This design comes from an exercise in tuning for small area on the open sky130 flow, not from production work. The RTL was checked by simulation tests, not by an equivalence proof against the original design. Power is estimated from default activity; no workload was simulated.

== run A ==
// calculator
module calculator(
	input newkey,
	input [4:0] keycode,
	input clk,
	input rst,
	output reg [19:0] x,
	output reg led
	);
Size in the first run: ~300 cells after synthesis, ~29 I/O pins, roughly 2500 sq um of cells after synthesis.
Settings: LEC_CHECK=0, CAP_MARGIN=20, CORE_MARGIN=2, CORE_UTILIZATION=40, SLEW_MARGIN=20; clock period 10.0 ns.
standard.sh (not shown) runs the stock make flow with config.mk's settings and CLKGATE_MAP_FILE= SYNTH_SCRIPT=/design/flow/synth_recipe.tcl, a recipe that flattens the netlist after the stock synthesis.
==> flow/flow/run.sh <==
#!/bin/bash
# Own flow: the standard synthesis, then the combinational logic between the
# registers is re-mapped for area (ABC deepsyn + area-oriented mapping); the
# registers stay exactly as the standard synthesis made them. The rest of the
# layout is the standard flow. Each tool's output goes to a log here.
set -euo pipefail
W=$PWD
F=$W/flow
R=$W/orfs/results/$FLOW_PLATFORM/calculator/base
LIB=$FLOW_HOME/platforms/sky130hd/lib/sky130_fd_sc_hd__tt_025C_1v80.lib
YOSYS=${YOSYS_EXE:-$(command -v yosys || echo $FLOW_HOME/../tools/install/yosys/bin/yosys)}

bash standard.sh synth > $W/log_1_standard_synth.log 2>&1

cp $R/1_2_yosys.v $W/std_1_2_yosys.v
python3 $F/genmodels.py $LIB $W/cellmodels.v > $W/log_2_models.log 2>&1
printf 'set_driving_cell sky130_fd_sc_hd__buf_1\nset_load 5\n' > $W/abc.constr
DU=$(sed 's/^/-dont_use /' $F/dont_use.txt | tr '\n' ' ')
remap() {
  local k=$1
  echo "strash; &get -n; &deepsyn -T 150 -S $k; &put; dch -f; &get -n; &nf -a; &put; topo; stime -c" > $W/area_$k.abc
  cat > $W/remap_$k.ys <<EOS
read_liberty -lib $LIB
read_verilog $W/std_1_2_yosys.v
hierarchy -top $FLOW_TOP
techmap -map $W/cellmodels.v
simplemap
opt -purge
abc -liberty $LIB $DU -script $W/area_$k.abc -constr $W/abc.constr
opt_clean -purge
hilomap -singleton -hicell sky130_fd_sc_hd__conb_1 HI -locell sky130_fd_sc_hd__conb_1 LO
splitnets
opt_clean -purge
write_verilog -noattr -noexpr -nohex -nodec $W/remap_$k.v
tee -o $W/remap_stat_$k.txt stat -liberty $LIB
EOS
  $YOSYS -s $W/remap_$k.ys > $W/log_3_remap_$k.log 2>&1 \
    && python3 $F/samereg.py $W/std_1_2_yosys.v $W/remap_$k.v > $W/log_4_samereg_$k.log 2>&1 \
    && awk '/Chip area/ {print $NF}' $W/remap_stat_$k.txt > $W/remap_area_$k.txt
}
for k in 1 2 3 4; do remap $k & done
wait || true
best=""
for k in 1 2 3 4; do
  if [[ -s $W/remap_area_$k.txt ]]; then echo "$(cat $W/remap_area_$k.txt) $k"; fi
done > $W/remap_areas.txt
if [[ -s $W/remap_areas.txt ]]; then best=$(sort -n $W/remap_areas.txt | head -1 | cut -d' ' -f2); fi
if [[ -n "$best" ]]; then
  cp $W/remap_$best.v $R/1_2_yosys.v
  rm -f $R/1_synth.odb $R/1_synth.sdc
  echo "using the re-mapped netlist $best" > $W/log_5_choice.log
else
  echo "re-map failed; keeping the standard netlist" > $W/log_5_choice.log
fi

# Port buffers: the smallest buffer; clock tree: small clock buffers, no dummy loads.
bash standard.sh \
  "BUFFER_PORTS_ARGS=-buffer_cell sky130_fd_sc_hd__buf_1" \
  "CTS_ARGS=-sink_clustering_enable -repair_clock_nets -dont_use_dummy_load -buf_list sky130_fd_sc_hd__clkbuf_8 -root_buf sky130_fd_sc_hd__clkbuf_8" \
  finish > $W/log_6_standard_finish.log 2>&1
Other scripts of this flow, unchanged in this note and not shown: flow/flow/dont_use.txt, flow/flow/genmodels.py, flow/flow/samereg.py
Having completed the whole flow, run A delivered a layout that passed the timing, DRC and antenna checks.
Changes in run B relative to run A:
--- a/flow/config.mk
+++ b/flow/config.mk
@@ -8,4 +8,4 @@
 export CAP_MARGIN = 20
 export CORE_MARGIN = 2
-export CORE_UTILIZATION = 40
+export CORE_UTILIZATION = 65
 export SLEW_MARGIN = 20
==> comparison <==
Compared with run A, run B shows a routed length on met1 that is about 15% lower. Looking at worst hold slack across both flows, run B is the stronger of the two, with run A trailing. Delta (run B minus run A): routed wire length decreased about 5.7%; worst setup slack decreased 0.27 ns; final routed wire length divided by cell count increased 0.13 um; combinational power decreased about 3%.
Relative to run B, the following input files were edited for run C:
--- a/flow/flow/run.sh
+++ b/flow/flow/run.sh
@@ -17,8 +17,5 @@
 printf 'set_driving_cell sky130_fd_sc_hd__buf_1\nset_load 5\n' > $W/abc.constr
 DU=$(sed 's/^/-dont_use /' $F/dont_use.txt | tr '\n' ' ')
-remap() {
-  local k=$1
-  echo "strash; &get -n; &deepsyn -T 150 -S $k; &put; dch -f; &get -n; &nf -a; &put; topo; stime -c" > $W/area_$k.abc
-  cat > $W/remap_$k.ys <<EOS
+cat > $W/remap.ys <<EOS
 read_liberty -lib $LIB
 read_verilog $W/std_1_2_yosys.v
@@ -27,27 +24,17 @@
 simplemap
 opt -purge
-abc -liberty $LIB $DU -script $W/area_$k.abc -constr $W/abc.constr
+abc -liberty $LIB $DU -script $F/area.abc -constr $W/abc.constr
 opt_clean -purge
 hilomap -singleton -hicell sky130_fd_sc_hd__conb_1 HI -locell sky130_fd_sc_hd__conb_1 LO
 splitnets
 opt_clean -purge
-write_verilog -noattr -noexpr -nohex -nodec $W/remap_$k.v
-tee -o $W/remap_stat_$k.txt stat -liberty $LIB
+write_verilog -noattr -noexpr -nohex -nodec $W/remap_1_2_yosys.v
+tee -o $W/remap_stat.txt stat -liberty $LIB
 EOS
-  $YOSYS -s $W/remap_$k.ys > $W/log_3_remap_$k.log 2>&1 \
-    && python3 $F/samereg.py $W/std_1_2_yosys.v $W/remap_$k.v > $W/log_4_samereg_$k.log 2>&1 \
-    && awk '/Chip area/ {print $NF}' $W/remap_stat_$k.txt > $W/remap_area_$k.txt
-}
-for k in 1 2 3 4; do remap $k & done
-wait || true
-best=""
-for k in 1 2 3 4; do
-  if [[ -s $W/remap_area_$k.txt ]]; then echo "$(cat $W/remap_area_$k.txt) $k"; fi
-done > $W/remap_areas.txt
-if [[ -s $W/remap_areas.txt ]]; then best=$(sort -n $W/remap_areas.txt | head -1 | cut -d' ' -f2); fi
-if [[ -n "$best" ]]; then
-  cp $W/remap_$best.v $R/1_2_yosys.v
+if $YOSYS -s $W/remap.ys > $W/log_3_remap.log 2>&1 \
+   && python3 $F/samereg.py $W/std_1_2_yosys.v $W/remap_1_2_yosys.v > $W/log_4_samereg.log 2>&1; then
+  cp $W/remap_1_2_yosys.v $R/1_2_yosys.v
   rm -f $R/1_synth.odb $R/1_synth.sdc
-  echo "using the re-mapped netlist $best" > $W/log_5_choice.log
+  echo "using the re-mapped netlist" > $W/log_5_choice.log
 else
   echo "re-map failed; keeping the standard netlist" > $W/log_5_choice.log
==> flow/flow/area.abc (new file) <==
strash; &get -n; &deepsyn -T 60 -S 1; &put; dch -f; &get -n; &nf -a; &put; topo; stime -c
--- a/flow/config.mk
+++ b/flow/config.mk
@@ -8,4 +8,4 @@
 export CAP_MARGIN = 20
 export CORE_MARGIN = 2
-export CORE_UTILIZATION = 65
+export CORE_UTILIZATION = 40
 export SLEW_MARGIN = 20
[summary]
- For the register-to-register slack, run C came in 0.28 ns higher than run B did.
- For the maximum frequency, run C came in 3.3 MHz higher than run B did.
- Re placeable core area: run C is about 60% up on run B.
- Compared with run B, in run C non-clock buffer count went up; number of gates on the worst path with buffers counted went up.
- The final reports for run C and run B show fraction of power spent switching nets higher in the former.
Input changes introduced in run D (baseline for comparison: run C):
--- a/flow/config.mk
+++ b/flow/config.mk
@@ -9,3 +9,4 @@
 export CORE_MARGIN = 2
 export CORE_UTILIZATION = 40
+export GPL_TIMING_DRIVEN = 0
 export SLEW_MARGIN = 20
Findings:
- | hold slack | run D vs run C | worse |
- Across both runs, via count was higher for run D than for run C.
- Part of the cycle the worst path needs: higher on run D
- Power (run D vs. run C) increases slightly
- The slack of the critical path of run D is lower than that of run C.
- The final reports for run D and run C show cell depth of the worst setup path lower in the former.

-- re-timing with driven ports --
How much do the figures lean on ideal ports? The routed layouts below were timed once more, with nothing changed but the port constraints.
Step 1 assumes that a clkbuf_16 drives the clock port and a buf_2 every other input.
Step 2 times the ports against the registers' clock, not the clock port: input delays grow and output delays shrink by t, the midpoint of the rising clock arrivals with the driver on.
Three values: ideal, step 1, step 2; two values: the first two.
run	shift t [ns]	setup slack, ns	worst data-port slew with drivers (ns)	cell pins on the clock port's net
run A	0.329	1.020 / 1.020 / 1.020	0.04	1
run B	0.319	0.754 / 0.754 / 0.754	0.03	1
run C	0.322	1.029 / 1.029 / 1.029	0.03	1
run D	0.315	0.943 / 0.943 / 0.943	0.03	1
After both steps every run listed still meets setup and hold.
